Context: an optimization exercise on an open-source flow, tuned for small area and a short achievable clock period. The choices shown serve that exercise and are no tape-out recipe.
At most, simulation tests tie the RTL to the original design; equivalence was not proved.
No activity file was given, so power comes from the tool's default toggle rates.

==> module ifetcher_top, before the edit <==
module ifetcher_top #(parameter PCW=32, parameter IW=32, parameter CW=8) (
	iClk,
	iResetn,
	fromCache_resp,
	fromCache_instr,
	toCache_req,
	toCache_pc,
	iJumpVld,
	iJumpPC,
	fromDec_RE,
	toDec_RD,
	toDec_empty,
	oTimeoutFatal
);
	input iClk,iResetn;
	input fromCache_resp;
	input iJumpVld;
	input [PCW-1:0] iJumpPC;
	input [IW*4-1:0] fromCache_instr;
	input fromDec_RE;
	output toCache_req;
	output [PCW-1:0] toCache_pc;
	output oTimeoutFatal;
	output [IW*4-1:0] toDec_RD;
	output toDec_empty;
	localparam N = 7;
	localparam W = IW*4;
	reg [PCW-1:0] rPC;
	wire [PCW-1:0] pc = iJumpVld ? iJumpPC : rPC;
	assign toCache_pc = pc;
	wire [PCW-1:0] pcInc = {pc[PCW-1:2] + 1'b1, pc[1:0]};
	always @(posedge iClk or negedge iResetn) begin
		if (!iResetn)
			rPC <= {PCW{1'b0}};
		else if (fromCache_resp)
			rPC <= pcInc;
		else
			rPC <= pc;
	end
	reg rReq;
	reg rFullD;  
	reg [CW-1:0] rCnt;
	reg rFatal;
	reg rJumpPend;
	reg rFlush;
	reg [2:0] rCount;
	reg rFilled;  
	assign toCache_req = rReq;
	assign oTimeoutFatal = rFatal;
	assign toDec_empty = ~rFilled;
	wire cntZero = ~|rCnt;
	wire clear = rFlush | (rJumpPend & cntZero);
	wire [CW-1:0] cntNext = fromCache_resp ? {CW{1'b0}} :
	                        ~rFullD ? rCnt + 1'b1 : rCnt;
	wire [2:0] countNext = clear ? 3'd0 :
	                       rCount + {2'b0,fromCache_resp} - {2'b0,fromDec_RE};
	always @(posedge iClk or negedge iResetn) begin
		if (!iResetn) begin
			rReq <= 1'b0;
			rFullD <= 1'b1;
			rCnt <= {CW{1'b0}};
			rFatal <= 1'b0;
			rJumpPend <= 1'b0;
			rFlush <= 1'b0;
			rCount <= 3'd0;
			rFilled <= 1'b0;
		end else begin
			rReq <= (rCount < 3'd6);
			rFullD <= (rCount >= 3'd6);
			rCnt <= cntNext;
			rFatal <= &cntNext;
			if (iJumpVld)
				rJumpPend <= 1'b1;
			else if (rFlush)
				rJumpPend <= 1'b0;
			rFlush <= ~rFlush & rJumpPend & cntZero;
			rCount <= countNext;
			rFilled <= (countNext != 3'd0);
		end
	end
	localparam NB = N-1;
	reg [NB-1:0] rWSel, rRSel;
	reg rBEmpty;
	reg [W-1:0] rHead;
	reg [W-1:0] ring [0:NB-1];
	wire toHead = ~rFilled | (fromDec_RE & rBEmpty);
	wire ringWr = fromCache_resp & ~toHead;
	wire ringRd = fromDec_RE & ~rBEmpty;
	always @(posedge iClk or negedge iResetn) begin
		if (!iResetn) begin
			rWSel <= {{NB-1{1'b0}},1'b1};
			rRSel <= {{NB-1{1'b0}},1'b1};
			rBEmpty <= 1'b1;
		end else begin
			if (clear) begin
				rWSel <= {{NB-1{1'b0}},1'b1};
				rRSel <= {{NB-1{1'b0}},1'b1};
			end else begin
				if (ringWr)
					rWSel <= {rWSel[NB-2:0],rWSel[NB-1]};
				if (ringRd)
					rRSel <= {rRSel[NB-2:0],rRSel[NB-1]};
			end
			rBEmpty <= (countNext <= 3'd1);
		end
	end
	integer i;
	always @(posedge iClk) begin
		for (i = 0; i < NB; i = i + 1)
			if (fromCache_resp & rWSel[i])
				ring[i] <= fromCache_instr;
	end
	wire [NB-1:0] rdSel = rRSel & {NB{~rBEmpty}};
	reg [W-1:0] headD;
	always @(*) begin
		headD = fromCache_instr & {W{rBEmpty}};
		for (i = 0; i < NB; i = i + 1)
			headD = headD | (ring[i] & {W{rdSel[i]}});
	end
	always @(posedge iClk) begin
		if (fromDec_RE | ~rFilled)
			rHead <= headD;
	end
	assign toDec_RD = rHead;
endmodule
==> flow/config.mk <==
export PLATFORM = sky130hd
export DESIGN_NAME = ifetcher_top
export DESIGN_NICKNAME = ifetcher_top
export VERILOG_FILES = /design/flow/design.v
export SDC_FILE = /design/flow/constraint.sdc
export NUM_CORES = 4
export LEC_CHECK = 0
export ABC_CLOCK_PERIOD_IN_PS = 2000
export CAP_MARGIN = 20
export CORE_MARGIN = 2
export CORE_UTILIZATION = 65
export PLACE_DENSITY = 0.7
export SETUP_SLACK_MARGIN = 2.0
export SLEW_MARGIN = 20
export TNS_END_PERCENT = 0
==> flow/constraint.sdc <==
create_clock -name core_clock -period 4.0 [get_ports {iClk}]
set_input_delay 0.8000 -clock core_clock [delete_from_list [all_inputs] [get_ports {iClk}]]
set_output_delay 0.8000 -clock core_clock [all_outputs]
set_load 0.01 [all_outputs]
standard.sh (not shown) runs the stock make flow with config.mk's settings and CLKGATE_MAP_FILE= SYNTH_SCRIPT=/design/flow/synth_recipe.tcl, a recipe that flattens the netlist after the stock synthesis.
==> flow/flow/run.sh <==
#!/bin/bash
# Standard synthesis, then a small netlist rewrite of the toCache_pc muxes
# (flow/eco_pc.tcl), then the standard layout with plain buf_1 port buffers
# and a clock tree of larger leaf clusters without dummy loads; pin
# placement constrained by flow/io.tcl.
set -euo pipefail
export BUFFER_PORTS_ARGS="-buffer_cell sky130_fd_sc_hd__buf_1"
export IO_CONSTRAINTS="$PWD/flow/io.tcl"
export CTS_ARGS="-sink_clustering_enable -repair_clock_nets -dont_use_dummy_load -buf_list sky130_fd_sc_hd__clkbuf_16 -sink_clustering_size 24 -sink_clustering_max_diameter 60"
bash standard.sh synth > flow_synth.log 2>&1
R=orfs/results/${FLOW_PLATFORM}/ifetcher_top/base
ECO_IN=$R/1_synth.odb ECO_OUT=$R/1_synth.odb openroad -no_init -exit flow/eco_pc.tcl > flow_eco.log 2>&1
bash standard.sh > flow_make.log 2>&1
Other scripts of this flow, unchanged in this note and not shown: flow/flow/eco_pc.tcl, flow/flow/io.tcl
Next try:
--- a/flow/design.v
+++ b/flow/design.v
@@ -37,9 +37,8 @@
 		else
 			rPC <= pc;
 	end
 	reg rReq;
-	reg rFullD;  
 	reg [CW-1:0] rCnt;
 	reg rFatal;
 	reg rJumpPend;
 	reg rFlush;
@@ -50,24 +49,22 @@
 	assign toDec_empty = ~rFilled;
 	wire cntZero = ~|rCnt;
 	wire clear = rFlush | (rJumpPend & cntZero);
 	wire [CW-1:0] cntNext = fromCache_resp ? {CW{1'b0}} :
-	                        ~rFullD ? rCnt + 1'b1 : rCnt;
+	                        rReq ? rCnt + 1'b1 : rCnt;
 	wire [2:0] countNext = clear ? 3'd0 :
 	                       rCount + {2'b0,fromCache_resp} - {2'b0,fromDec_RE};
 	always @(posedge iClk or negedge iResetn) begin
 		if (!iResetn) begin
 			rReq <= 1'b0;
-			rFullD <= 1'b1;
 			rCnt <= {CW{1'b0}};
 			rFatal <= 1'b0;
 			rJumpPend <= 1'b0;
 			rFlush <= 1'b0;
 			rCount <= 3'd0;
 			rFilled <= 1'b0;
 		end else begin
 			rReq <= (rCount < 3'd6);
-			rFullD <= (rCount >= 3'd6);
 			rCnt <= cntNext;
 			rFatal <= &cntNext;
 			if (iJumpVld)
 				rJumpPend <= 1'b1;
Result:
- The new run completed with no timing, DRC or antenna violations
- routed wire length is lower by a few percent
- critical path depth does not change
- die area stays flat
- worst setup slack is worse by 0.034 ns
- first-iteration DRC count is higher by a few percent
Only the layout flow was run in the first run of this note; the RTL was not checked for function there.


Setup of the baseline:
Another version of the RTL of ifetcher_top (not shown whole).
For scale: roughly 2,000 cells after synthesis, ~960 flip-flops, about 330 I/O pins, roughly 36,000 sq um of cells after synthesis.
==> module ifetcher_top, before the edit <==
module ifetcher_top #(parameter PCW=32, parameter IW=32, parameter CW=8) (
	iClk,
	iResetn,
	fromCache_resp,
	fromCache_instr,
	toCache_req,
	toCache_pc,
	iJumpVld,
	iJumpPC,
	fromDec_RE,
	toDec_RD,
	toDec_empty,
	oTimeoutFatal
);
	input iClk,iResetn;
	input fromCache_resp;
	input iJumpVld;
	input [PCW-1:0] iJumpPC;
	input [IW*4-1:0] fromCache_instr;
	input fromDec_RE;
	output toCache_req;
	output [PCW-1:0] toCache_pc;
	output oTimeoutFatal;
	output [IW*4-1:0] toDec_RD;
	output toDec_empty;
	localparam N = 7;
	localparam W = IW*4;
	reg [PCW-1:0] rPC;
	wire [PCW-1:0] pc = iJumpVld ? iJumpPC : rPC;
	assign toCache_pc = pc;
	wire [PCW-1:0] pcInc = {pc[PCW-1:2] + 1'b1, pc[1:0]};
	always @(posedge iClk or negedge iResetn) begin
		if (!iResetn)
			rPC <= {PCW{1'b0}};
		else if (fromCache_resp)
			rPC <= pcInc;
		else
			rPC <= pc;
	end
	reg rReq;
	reg [CW-1:0] rCnt;
	reg rFatal;
	reg rJumpPend;
	reg rFlush;
	reg [2:0] rCount;
	reg rEmpty;
	assign toCache_req = rReq;
	assign oTimeoutFatal = rFatal;
	assign toDec_empty = rEmpty;
	wire cntZero = ~|rCnt;
	wire clear = rFlush | (rJumpPend & cntZero);
	wire [CW-1:0] cntNext = fromCache_resp ? {CW{1'b0}} :
	                        rReq ? rCnt + 1'b1 : rCnt;
	wire [2:0] countNext = clear ? 3'd0 :
	                       rCount + {2'b0,fromCache_resp} - {2'b0,fromDec_RE};
	always @(posedge iClk or negedge iResetn) begin
		if (!iResetn) begin
			rReq <= 1'b0;
			rCnt <= {CW{1'b0}};
			rFatal <= 1'b0;
			rJumpPend <= 1'b0;
			rFlush <= 1'b0;
			rCount <= 3'd0;
			rEmpty <= 1'b1;
		end else begin
			rReq <= (rCount < 3'd6);
			rCnt <= cntNext;
			rFatal <= &cntNext;
			if (iJumpVld)
				rJumpPend <= 1'b1;
			else if (rFlush)
				rJumpPend <= 1'b0;
			rFlush <= ~rFlush & rJumpPend & cntZero;
			rCount <= countNext;
			rEmpty <= (countNext == 3'd0);
		end
	end
	localparam NB = N-1;
	reg [NB-1:0] rWSel, rRSel;
	reg rBEmpty;
	reg [W-1:0] rHead;
	reg [W-1:0] ring [0:NB-1];
	wire toHead = rEmpty | (fromDec_RE & rBEmpty);
	wire ringWr = fromCache_resp & ~toHead;
	wire ringRd = fromDec_RE & ~rBEmpty;
	always @(posedge iClk or negedge iResetn) begin
		if (!iResetn) begin
			rWSel <= {{NB-1{1'b0}},1'b1};
			rRSel <= {{NB-1{1'b0}},1'b1};
			rBEmpty <= 1'b1;
		end else begin
			if (clear) begin
				rWSel <= {{NB-1{1'b0}},1'b1};
				rRSel <= {{NB-1{1'b0}},1'b1};
			end else begin
				if (ringWr)
					rWSel <= {rWSel[NB-2:0],rWSel[NB-1]};
				if (ringRd)
					rRSel <= {rRSel[NB-2:0],rRSel[NB-1]};
			end
			rBEmpty <= (countNext <= 3'd1);
		end
	end
	integer i;
	always @(posedge iClk) begin
		for (i = 0; i < NB; i = i + 1)
			if (fromCache_resp & rWSel[i])
				ring[i] <= fromCache_instr;
	end
	reg [W-1:0] ringRD;
	always @(*) begin
		ringRD = {W{1'b0}};
		for (i = 0; i < NB; i = i + 1)
			ringRD = ringRD | (ring[i] & {W{rRSel[i]}});
	end
	always @(posedge iClk) begin
		if (fromDec_RE | rEmpty)
			rHead <= rBEmpty ? fromCache_instr : ringRD;
	end
	assign toDec_RD = rHead;
endmodule
Settings: LEC_CHECK=0, CAP_MARGIN=20, CORE_MARGIN=2, CORE_UTILIZATION=30, PLACE_DENSITY=0.5, SLEW_MARGIN=20; clock period 4.0 ns.
run.sh (not shown) runs the stock make flow with config.mk's settings and CLKGATE_MAP_FILE= SYNTH_SCRIPT=/design/flow/synth_recipe.tcl, a recipe that flattens the netlist after the stock synthesis.
Stock flow here: none of the scripts above is used.
Relative to the baseline, the following input files were edited for the candidate:
--- a/flow/design.v
+++ b/flow/design.v
@@ -74,48 +74,34 @@
 			rCount <= countNext;
 			rEmpty <= (countNext == 3'd0);
 		end
 	end
-	localparam NB = N-1;
-	reg [NB-1:0] rWSel, rRSel;
-	reg rBEmpty;
-	reg [W-1:0] rHead;
-	reg [W-1:0] ring [0:NB-1];
-	wire toHead = rEmpty | (fromDec_RE & rBEmpty);
-	wire ringWr = fromCache_resp & ~toHead;
-	wire ringRd = fromDec_RE & ~rBEmpty;
+	reg [N-1:0] rWSel, rRSel;
 	always @(posedge iClk or negedge iResetn) begin
 		if (!iResetn) begin
-			rWSel <= {{NB-1{1'b0}},1'b1};
-			rRSel <= {{NB-1{1'b0}},1'b1};
-			rBEmpty <= 1'b1;
+			rWSel <= {{N-1{1'b0}},1'b1};
+			rRSel <= {{N-1{1'b0}},1'b1};
+		end else if (clear) begin
+			rWSel <= {{N-1{1'b0}},1'b1};
+			rRSel <= {{N-1{1'b0}},1'b1};
 		end else begin
-			if (clear) begin
-				rWSel <= {{NB-1{1'b0}},1'b1};
-				rRSel <= {{NB-1{1'b0}},1'b1};
-			end else begin
-				if (ringWr)
-					rWSel <= {rWSel[NB-2:0],rWSel[NB-1]};
-				if (ringRd)
-					rRSel <= {rRSel[NB-2:0],rRSel[NB-1]};
-			end
-			rBEmpty <= (countNext <= 3'd1);
+			if (fromCache_resp)
+				rWSel <= {rWSel[N-2:0],rWSel[N-1]};
+			if (fromDec_RE)
+				rRSel <= {rRSel[N-2:0],rRSel[N-1]};
 		end
 	end
+	reg [W-1:0] mem [0:N-1];
 	integer i;
 	always @(posedge iClk) begin
-		for (i = 0; i < NB; i = i + 1)
+		for (i = 0; i < N; i = i + 1)
 			if (fromCache_resp & rWSel[i])
-				ring[i] <= fromCache_instr;
+				mem[i] <= fromCache_instr;
 	end
-	reg [W-1:0] ringRD;
+	reg [W-1:0] rd;
 	always @(*) begin
-		ringRD = {W{1'b0}};
-		for (i = 0; i < NB; i = i + 1)
-			ringRD = ringRD | (ring[i] & {W{rRSel[i]}});
+		rd = {W{1'b0}};
+		for (i = 0; i < N; i = i + 1)
+			rd = rd | (mem[i] & {W{rRSel[i]}});
 	end
-	always @(posedge iClk) begin
-		if (fromDec_RE | rEmpty)
-			rHead <= rBEmpty ? fromCache_instr : ringRD;
-	end
-	assign toDec_RD = rHead;
+	assign toDec_RD = rd;
 endmodule
## What came out
- The total combinational power in the baseline is 0.863 times that in the candidate.
- Sort the candidate and the baseline by final cell count, ascending, and the candidate comes first.
- Per the comparison of the candidate with the baseline, global-route met2 utilization +0.96 points; number of sequential cells in the layout comparable; share of synthesized area spent on multiplexers went down; xor and xnor fraction of the mapped netlist area held steady; achievable frequency decreased about 14%.
- Comparing the candidate and the baseline, the lower sequential share of layout area is on the baseline.
- Sort the candidate and the baseline by period utilization asc -> top: the baseline
No run of this note included a check of the RTL's function; only the layout flow was run.


## the previous run
ifetcher_top, a different RTL version from the one above (not shown whole).
Size: roughly 2000 cells after synthesis, about 330 I/O pins, about 0.035 mm^2 of cells after synthesis.
==> module ifetcher_top, before the edit <==
module ifetcher_top #(parameter PCW=32, parameter IW=32, parameter CW=8) (
	iClk,
	iResetn,
	fromCache_resp,
	fromCache_instr,
	toCache_req,
	toCache_pc,
	iJumpVld,
	iJumpPC,
	fromDec_RE,
	toDec_RD,
	toDec_empty,
	oTimeoutFatal
);
	input iClk,iResetn;
	input fromCache_resp;
	input iJumpVld;
	input [PCW-1:0] iJumpPC;
	input [IW*4-1:0] fromCache_instr;
	input fromDec_RE;
	output toCache_req;
	output [PCW-1:0] toCache_pc;
	output oTimeoutFatal;
	output [IW*4-1:0] toDec_RD;
	output toDec_empty;
	localparam N = 7;
	localparam W = IW*4;
	reg [PCW-1:0] rPC;
	assign toCache_pc = iJumpVld ? iJumpPC : rPC;
	wire [PCW-1:0] jumpInc = {iJumpPC[PCW-1:2] + 1'b1, iJumpPC[1:0]};
	wire [PCW-1:0] holdInc = {rPC[PCW-1:2] + 1'b1, rPC[1:0]};
	wire [PCW-1:0] jumpNext = fromCache_resp ? jumpInc : iJumpPC;
	wire [PCW-1:0] holdNext = fromCache_resp ? holdInc : rPC;
	always @(posedge iClk or negedge iResetn) begin
		if (!iResetn)
			rPC <= {PCW{1'b0}};
		else
			rPC <= iJumpVld ? jumpNext : holdNext;
	end
	reg rReq;
	reg [CW-1:0] rCnt;
	reg rFatal;
	reg rJumpPend;
	reg rFlush;
	reg [2:0] rCount;
	reg rEmpty;
	assign toCache_req = rReq;
	assign oTimeoutFatal = rFatal;
	assign toDec_empty = rEmpty;
	wire cntZero = ~|rCnt;
	wire clear = rFlush | (rJumpPend & cntZero);
	wire [CW-1:0] cntNext = fromCache_resp ? {CW{1'b0}} :
	                        rReq ? rCnt + 1'b1 : rCnt;
	wire [2:0] countNext = clear ? 3'd0 :
	                       rCount + {2'b0,fromCache_resp} - {2'b0,fromDec_RE};
	always @(posedge iClk or negedge iResetn) begin
		if (!iResetn) begin
			rReq <= 1'b0;
			rCnt <= {CW{1'b0}};
			rFatal <= 1'b0;
			rJumpPend <= 1'b0;
			rFlush <= 1'b0;
			rCount <= 3'd0;
			rEmpty <= 1'b1;
		end else begin
			rReq <= (rCount < 3'd6);
			rCnt <= cntNext;
			rFatal <= &cntNext;
			if (iJumpVld)
				rJumpPend <= 1'b1;
			else if (rFlush)
				rJumpPend <= 1'b0;
			rFlush <= ~rFlush & rJumpPend & cntZero;
			rCount <= countNext;
			rEmpty <= (countNext == 3'd0);
		end
	end
	localparam NB = N-1;
	reg [NB-1:0] rWSel, rRSel;
	reg rBEmpty;
	reg [W-1:0] rHead;
	reg [W-1:0] ring [0:NB-1];
	wire toHead = rEmpty | (fromDec_RE & rBEmpty);
	wire ringWr = fromCache_resp & ~toHead;
	wire ringRd = fromDec_RE & ~rBEmpty;
	always @(posedge iClk or negedge iResetn) begin
		if (!iResetn) begin
			rWSel <= {{NB-1{1'b0}},1'b1};
			rRSel <= {{NB-1{1'b0}},1'b1};
			rBEmpty <= 1'b1;
		end else begin
			if (clear) begin
				rWSel <= {{NB-1{1'b0}},1'b1};
				rRSel <= {{NB-1{1'b0}},1'b1};
			end else begin
				if (ringWr)
					rWSel <= {rWSel[NB-2:0],rWSel[NB-1]};
				if (ringRd)
					rRSel <= {rRSel[NB-2:0],rRSel[NB-1]};
			end
			rBEmpty <= (countNext <= 3'd1);
		end
	end
	integer i;
	always @(posedge iClk) begin
		for (i = 0; i < NB; i = i + 1)
			if (fromCache_resp & rWSel[i])
				ring[i] <= fromCache_instr;
	end
	wire [NB-1:0] rdSel = rRSel & {NB{~rBEmpty}};
	reg [W-1:0] headD;
	always @(*) begin
		headD = fromCache_instr & {W{rBEmpty}};
		for (i = 0; i < NB; i = i + 1)
			headD = headD | (ring[i] & {W{rdSel[i]}});
	end
	always @(posedge iClk) begin
		if (fromDec_RE | rEmpty)
			rHead <= headD;
	end
	assign toDec_RD = rHead;
endmodule
export LEC_CHECK = 0
export ABC_CLOCK_PERIOD_IN_PS = 2000
export CAP_MARGIN = 20
export CORE_MARGIN = 2
export CORE_UTILIZATION = 65
export PLACE_DENSITY = 0.7
export SETUP_SLACK_MARGIN = 2.0
export SLEW_MARGIN = 20
export TNS_END_PERCENT = 0
create_clock -name core_clock -period 4.0 [get_ports {iClk}]
standard.sh (not shown) runs the stock make flow with config.mk's settings and CLKGATE_MAP_FILE= SYNTH_SCRIPT=/design/flow/synth_recipe.tcl, a recipe that flattens the netlist after the stock synthesis.
==> flow/flow/run.sh <==
#!/bin/bash
# Standard synthesis, then a small netlist rewrite of the toCache_pc muxes
# (flow/eco_pc.tcl), then the standard layout with plain buf_1 port buffers
# and a clock tree of larger leaf clusters without dummy loads.
set -euo pipefail
export BUFFER_PORTS_ARGS="-buffer_cell sky130_fd_sc_hd__buf_1"
export CTS_ARGS="-sink_clustering_enable -repair_clock_nets -dont_use_dummy_load -buf_list sky130_fd_sc_hd__clkbuf_16 -sink_clustering_size 24 -sink_clustering_max_diameter 60"
bash standard.sh synth > flow_synth.log 2>&1
R=orfs/results/${FLOW_PLATFORM}/ifetcher_top/base
ECO_IN=$R/1_synth.odb ECO_OUT=$R/1_synth.odb openroad -no_init -exit flow/eco_pc.tcl > flow_eco.log 2>&1
bash standard.sh > flow_make.log 2>&1
Other scripts of this flow, unchanged in this note and not shown: flow/flow/eco_pc.tcl
For the current run, these inputs were changed with respect to the previous run:
--- a/flow/design.v
+++ b/flow/design.v
@@ -25,18 +25,18 @@
 	output toDec_empty;
 	localparam N = 7;
 	localparam W = IW*4;
 	reg [PCW-1:0] rPC;
-	assign toCache_pc = iJumpVld ? iJumpPC : rPC;
-	wire [PCW-1:0] jumpInc = {iJumpPC[PCW-1:2] + 1'b1, iJumpPC[1:0]};
-	wire [PCW-1:0] holdInc = {rPC[PCW-1:2] + 1'b1, rPC[1:0]};
-	wire [PCW-1:0] jumpNext = fromCache_resp ? jumpInc : iJumpPC;
-	wire [PCW-1:0] holdNext = fromCache_resp ? holdInc : rPC;
+	wire [PCW-1:0] pc = iJumpVld ? iJumpPC : rPC;
+	assign toCache_pc = pc;
+	wire [PCW-1:0] pcInc = {pc[PCW-1:2] + 1'b1, pc[1:0]};
 	always @(posedge iClk or negedge iResetn) begin
 		if (!iResetn)
 			rPC <= {PCW{1'b0}};
+		else if (fromCache_resp)
+			rPC <= pcInc;
 		else
-			rPC <= iJumpVld ? jumpNext : holdNext;
+			rPC <= pc;
 	end
 	reg rReq;
 	reg [CW-1:0] rCnt;
 	reg rFatal;
[summary]
rBEmpty as the worst setup path startpoint was reported by the previous run, and iJumpVld by the current run. Final cell count (the current run vs. the previous run) decreases by a few percent. On portion of total power attributed to the clock network, the current run tracks the previous run almost exactly. In the flow results for the previous run and the current run, the die area is smaller on the current run. Looking at number of cells in the design after placement, the current run sits 84 lower than the previous run does. Taking the previous run as the reference, in the current run number of nets in the final layout lower, detailed-router iteration count before antenna repair lower. The current run: highest net fanout along the worst path 10 below the previous run. Routed wire length on met3 (the previous run / the current run): 1.10. Diff the previous run -> the current run | multi-input gate share of the layout cell area | decrease of 0.79 points. Against the previous run, the final cell area of the current run is lower. The run showing the smaller relative slew slack is the current run.

port drivers added, routing unchanged:
Ports are ideal in the flow. The routed layouts listed here were re-timed in OpenROAD. Step 1 (the two cells are an assumption about what drives the block):
set clk [get_ports {iClk}]
set_driving_cell -lib_cell sky130_fd_sc_hd__clkbuf_16 $clk
set_driving_cell -lib_cell sky130_fd_sc_hd__buf_2 [delete_from_list [all_inputs] $clk]
Step 2 also shifts input and output timing later by t, the mid clock arrival at the registers, as if the neighbouring blocks saw the same clock. a / b / c = no drivers / after step 1 / after step 2; a / b = the first two.
run | shift t [ns] | setup WS [ns] | hold slack, ns | clock arrival spread, ns | slew at the worst register clock pin (ns)
the first run of note 1 | 0.645 | 1.809 / 1.654 / 1.188 | 0.243 / 0.217 / 0.512 | 0.054 / 0.054 | 0.09 / 0.09
the second run of note 1 | 0.641 | 1.774 / 1.668 / 1.247 | 0.273 / 0.249 / 0.511 | 0.074 / 0.075 | 0.09 / 0.09
the baseline | 0.735 | 0.645 / 0.622 / 0.622 | 0.228 / 0.189 / 0.501 | 0.045 / 0.044 | 0.07 / 0.07
the candidate | 0.740 | 0.122 / 0.051 / 0.754 | 0.117 / 0.068 / 0.438 | 0.026 / 0.025 | 0.06 / 0.06
the previous run | 0.668 | 1.755 / 1.733 / 1.302 | 0.276 / 0.239 / 0.437 | 0.066 / 0.066 | 0.09 / 0.09
the current run | 0.663 | 1.839 / 1.634 / 1.214 | 0.371 / 0.329 / 0.515 | 0.043 / 0.043 | 0.09 / 0.09
After both steps setup and hold are still met in every run listed. The setup slack of the current run, which loses most, moves by -0.205 ns with the drivers and by -0.625 ns with both steps.
